This design comes from an exercise in tuning for small area and a short achievable clock period on the open sky130 flow, not from production work. The RTL was checked by simulation tests, not by an equivalence proof against the original design. Power is estimated from default activity; no workload was simulated.

==> flow/design.v (outline; a module is shown in full before it is edited, if it fits) <==
// module pda_booth_enc: 11 lines
// module pda_col31: 10 lines
// module pda_mul_pre: 182 lines
// module pda_mul: 1290 lines
// module SenLUT: 97 lines
// module LUT: 19 lines
// module pda_cpu: 256 lines
module pda_cpu(input logic clk, reset,
		output logic [31:0] imem_addr,
		input  logic [31:0] imem_rdata,
		output logic [31:0] dmem_addr,
		output logic [31:0] dmem_wdata,
		output logic dmem_we,
		input  logic [31:0] dmem_rdata,
		output logic [8:0]  pix_x,
		output logic [7:0]  pix_y,
		output logic [31:0] pix_wdata,
		output logic pix_we,
		input  logic [31:0] pix_rdata);
  // ...
==> flow/flow/run.sh <==
#!/bin/bash
# Standard ORFS layout (the standard.sh, standard synthesis unchanged),
# with timing repair asked to leave 10 ns of setup slack at the 15 ns clock.
set -euo pipefail
bash standard.sh SETUP_SLACK_MARGIN=10 finish > orfs_flow.log 2>&1
==> flow/standard.sh <==
#!/bin/bash
# synth_recipe.tcl (not shown) runs the flow's synth.tcl, then flattens the netlist and writes it again
# the make line also repeats each setting of config.mk as NAME=value (left out here)
make -C /OpenROAD-flow-scripts/flow DESIGN_CONFIG=/design/flow/config.mk WORK_HOME=/design/flow/orfs CLKGATE_MAP_FILE= SYNTH_SCRIPT=/design/flow/synth_recipe.tcl "${@:-finish}"
==> flow/config.mk <==
export PLATFORM = sky130hd
export DESIGN_NAME = pda_cpu
export DESIGN_NICKNAME = pda_cpu
export VERILOG_FILES = /design/flow/design.v
export SDC_FILE = /design/flow/constraint.sdc
export NUM_CORES = 4
export LEC_CHECK = 0
export CAP_MARGIN = 10
export CORE_MARGIN = 2
export CORE_UTILIZATION = 40
export CTS_BUF_LIST = sky130_fd_sc_hd__clkbuf_8
export SLEW_MARGIN = 10
==> flow/constraint.sdc <==
create_clock -name core_clock -period 15.0 [get_ports {clk}]
set_input_delay 3.0000 -clock core_clock [delete_from_list [all_inputs] [get_ports {clk}]]
set_output_delay 3.0000 -clock core_clock [all_outputs]
set_load 0.01 [all_outputs]
==> results.py, run 1 <==
metrics = {
    "critical_path": {
        "cp-end-kind": "register",
        "path_class": "register to register",
        "critPathLaunchType": "register",
        "regToRegEndpoint": "prodM[31]$_DFF_P_",
    },
    "route": {
        "detail_route.wirelength_mm": 243,
    },
    "pwr": {
        "switching_power_mw": 5.17,
        "power.leakage_nw": 24.3,
        "power_density_nw_per_um2": 194,
    },
    "placed_design": {
        "place_hpwl_mm": 159,
        "io_buffers": 244,
    },
    "synth": {
        "yosysWarnings": 5,
        "ys_top_cells_by_count": "a22oi_1 (536), dfxtp_1 (521), edfxtp_1 (433)",
    },
    "cts": {
        "cts_hold_buf": 0,
        "htree_levels": 4,
        "clk_pin_slew_ns": 0.06,
        "worstSkewPairLatency_ns": 0.95,
        "numClockSinks": 954,
    },
    "final_layout": {
        "num-multi-input-gates": 3654,
        "finish.utilization_pct": 48.3,
    },
    "timing": {
        "worst_hold_slack_ns": 0.314,
    },
    "floorplanning": {
        "design.die.area_um2": 139000,
        "die_y_um": 373,
    },
    "run_status": {
        "status": "complete, no violations",
    },
    "grt": {
        "grt_max_degree": 79,
        "top_usage_layer": "met2",
    },
    "job": {
        "drv_cap": 0,
    },
}
==> inputs of run 2 (changes only) <==
==> flow/flow/run.sh (replaced) <==
#!/bin/bash
# Standard ORFS layout (the standard.sh, standard synthesis unchanged),
# with timing repair asked to leave 9.7 ns of setup slack at the 15 ns clock.
set -euo pipefail
bash standard.sh SETUP_SLACK_MARGIN=9.7 finish > orfs_flow.log 2>&1
==> results.py, run 2 <==
metrics = {
    "route": {
        "routed_via_density": 6.43,
        "firstDrtPassIters": 10,
        "ant_nets": 0,
        "wl_per_cell_um": 32.4,
        "detail_route.wirelength_mm": 243,
        "drc": 0,
        "first_iter_violations": 8037,
        "vias": 48300,
    },
    "run_status": {
        "status": "complete, no violations",
    },
    "synth": {
        "synthMuxAreaShare_pct": 1.77,
        "synth_xor_area_share_pct": 7.23,
        "async_flop_share_pct": 0,
        "netlist_top_cells_area": "edfxtp_1 (24%), dfxtp_1 (19%), a22oi_1 (7.4%), fa_1 (7.0%), xnor2_1 (4.1%)",
        "yosys.area_share.simple_pct": 11.3,
        "postSynthCellCount": 5366,
        "ys_top_cells_by_count": "a22oi_1 (536), dfxtp_1 (521), edfxtp_1 (433)",
        "synth_enable_flop_cells": 433,
        "yosysMostFrequentCell": "a22oi_1",
        "synth_nets": 5811,
        "synth_top_family_by_area": "compound AO/OA/AOI/OAI gates",
        "synth_ff_type": "dfxtp_1",
        "ys_seq_elements": 954,
        "ys_types": 93,
        "ys_seq_area_share_pct": 43.0,
        "synth_compound_area_share_pct": 20.5,
        "synth.avg_cell_area_um2": 10.2,
        "synth_fa_ha_area_share_pct": 10.6,
        "yosysWarnings": 5,
        "synth_top_area_cell": "edfxtp_1",
        "synth_top_area_share_pct": 23.8,
        "netlist_area_um2": 54500,
    },
    "timing": {
        "layout_setup_ws_ns": 9.59,
        "finalHoldViolCount": 0,
        "rsz0062_at_grt": "yes",
        "worst_hold_slack_ns": 0.322,
        "drv_slew": 0,
        "tightest_slew_ns": 1.24,
        "fin_setup_tns_ns": 0,
        "skew_ns": 0.0593,
        "max_freq_mhz": 185,
        "max_slew_margin_pct": 16.7,
        "finalCritPeriodShare_pct": 36.1,
        "setup_viol_count_final": 0,
        "period_needed_ns": 5.41,
    },
    "floorplanning": {
        "die_y_um": 373,
        "rows": 135,
        "io_pins": 245,
        "design.die.area_um2": 139000,
        "start_util_pct": 40.3,
        "core_area_um2": 135000,
        "die_w_um": 373,
    },
    "cts": {
        "cts_hold_buf": 0,
        "clockRootBuffer": "clkbuf_8",
        "cts_buffers": 162,
        "clk_path_buf_depth": 3,
        "worstSkewPairLatency_ns": 0.93,
        "cts_tree": "built",
        "numClockSinks": 954,
        "htree_levels": 4,
        "clk_pin_slew_ns": 0.07,
    },
    "final_layout": {
        "largest-register": "rf",
        "drive_gt1_share_pct": 12.7,
        "largest_register_ffs": 416,
        "instances_no_fill": 7509,
        "final_cell_area_um2": 64000,
        "final_common_cell": "a22oi_1",
        "nNetsFinal": 6012,
        "syn_to_final_growth_pct": 17.4,
        "mostFrequentLayoutCells": "a22oi_1 (516), dfxtp_1 (463), edfxtp_1 (433)",
        "finish.utilization_pct": 47.3,
    },
    "pwr": {
        "p_total_mw": 12.5,
        "power.leakage_nw": 23.7,
        "power_density_nw_per_um2": 196,
        "max-vdd-ir-drop_v": 0.000447,
    },
    "critical_path": {
        "max_stage_delay_ns": 0.55,
        "arrival_ns": 6.25,
        "cp-end-kind": "register",
        "cp_max_fo": 6,
        "path_cells": "buf_8 -> a22oi_2 -> xor2_2 -> fa_2 -> fa_1 -> inv_2 -> fa_1 -> inv_2 -> fa_1 -> inv_2 -> ha_4 -> and4_4 -> and3_4 -> or3b_4 -> o221ai_4 -> a41oi_2 -> o21ai_2 -> a311oi_2 -> o21ai_1 -> a31oi_1 -> xnor2_1",
        "critPathLaunchType": "register",
        "path_class": "register to register",
        "critPathSlowestCell": "fa_1",
        "worstPathRequired_ns": 15.83,
    },
    "placed_design": {
        "dpl-instance-area_um2": 58600,
        "dp_cells": 7086,
        "pre_cts_ws_ns": 8.67,
        "place_congestion": 1.00,
        "io_buffers": 244,
        "place_hpwl_mm": 163,
    },
    "grt": {
        "antenna_found_initial": 19,
        "grt_max_degree": 79,
        "grt_pass1_vias": 46300,
        "use_met3_pct": 10.4,
        "top_usage_layer": "met2",
        "met1_usage_pct": 43.7,
        "track_usage_pct": 33.6,
        "grt_use_met2_pct": 49.1,
        "overflow": 0,
        "grt_pass1_wl_mm": 340,
    },
    "worst_hold_path": {
        "hold_class": "register to register",
    },
    "job": {
        "drv_cap": 0,
    },
}
-- run 2: layout make-up --
cell class,instances,area [um^2]
Inverter,319,1220
Fill cell,12500,71300
Multi-Input combinational cell,3654,28700
Antenna cell,23,57.6
Clock inverter,113,910
Sequential cell,954,23600
Tap cell,1781,2230
Clock buffer,189,2600
Timing Repair Buffer,476,4680
-- run 2: timing repair --
| item | CTS | global route |
|---|---|---|
| gates cloned | 7 | 1 |
| resized for setup | 207 | 74 |
| buffers inserted | 62 | 28 |
| pin swaps | 39 | 44 |
| setup endpoints to repair | 119 | 55 |
-- run 2: path summary, 6_finish.rpt --
kind,end,depth (start not counted),slack (ns),start
hold reg to reg,condE[2]$_DFF_P_,0,0.32,instD[31]$_DFF_P_
setup reg to reg,prodM[31]$_DFF_P_,21,9.59,bOneE[2]$_DFF_P_
setup / recovery,prodM[31]$_DFF_P_,21,9.59,bOneE[2]$_DFF_P_
hold / removal,condE[2]$_DFF_P_,0,0.32,instD[31]$_DFF_P_
-- run 2: kinds of logic after synthesis --
logic type	count (synthesis)
AO/OA/AOI/OAI	1539
flip-flops	954
multiplexers	88
AND/OR/NAND/NOR	1237
adder cells (fa/ha/maj)	347
XOR/XNOR	443
buffers and inverters	758
-- run 2: worst max-delay path: cells and delay by family (launching register included) --
family,cells,cell delay [ns]
AOI/OAI and AO/OA,7,1.17
xor gates and xnor gates,2,0.39
adders and majority gates,5,2.24
buffers and inverters,4,0.30
DFF,1,0.45
and+or+nand+nor,3,0.79
-- run 2: metal layers --
metal	routed length [um]	share of wire, %
met1	93000	38
met2	103000	42
met3	31300	13
met4	16200	6.7
met5	146	0.060
-- run 2: report_power, final --
part	switching (mW)	internal (mW)	total [mW]
clock	1.18	1.36	2.55
combinational	3.86	2.89	6.75
sequential	0.245	2.98	3.22
total	5.29	7.23	12.5

[separate check: timing with driven ports]
The flow's constraints put no driver on any port. The routed layouts listed below were extracted and timed again, unchanged, in two steps. Step 1 (the two cells are an assumption about what drives the block):
set clk [get_ports {clk}]
set_driving_cell -lib_cell sky130_fd_sc_hd__clkbuf_16 $clk
set_driving_cell -lib_cell sky130_fd_sc_hd__buf_2 [delete_from_list [all_inputs] $clk]
Step 2, shift: input delay + t, output delay - t, t = (earliest + latest rising clock arrival at the registers) / 2. This alone moves slack from input paths to output paths. Three values: no drivers, after step 1, after step 2; two values: the first two.
run	t, ns	setup slack, ns	latest minus earliest clock arrival (ns)
run 1	0.998	9.713 / 9.713 / 9.713	0.075 / 0.075
run 2	0.980	9.588 / 9.588 / 9.497	0.064 / 0.064
After both steps every run listed still meets setup and hold. The setup slack of run 2, which loses most, moves by 0.000 ns with the drivers and by -0.091 ns with both steps.
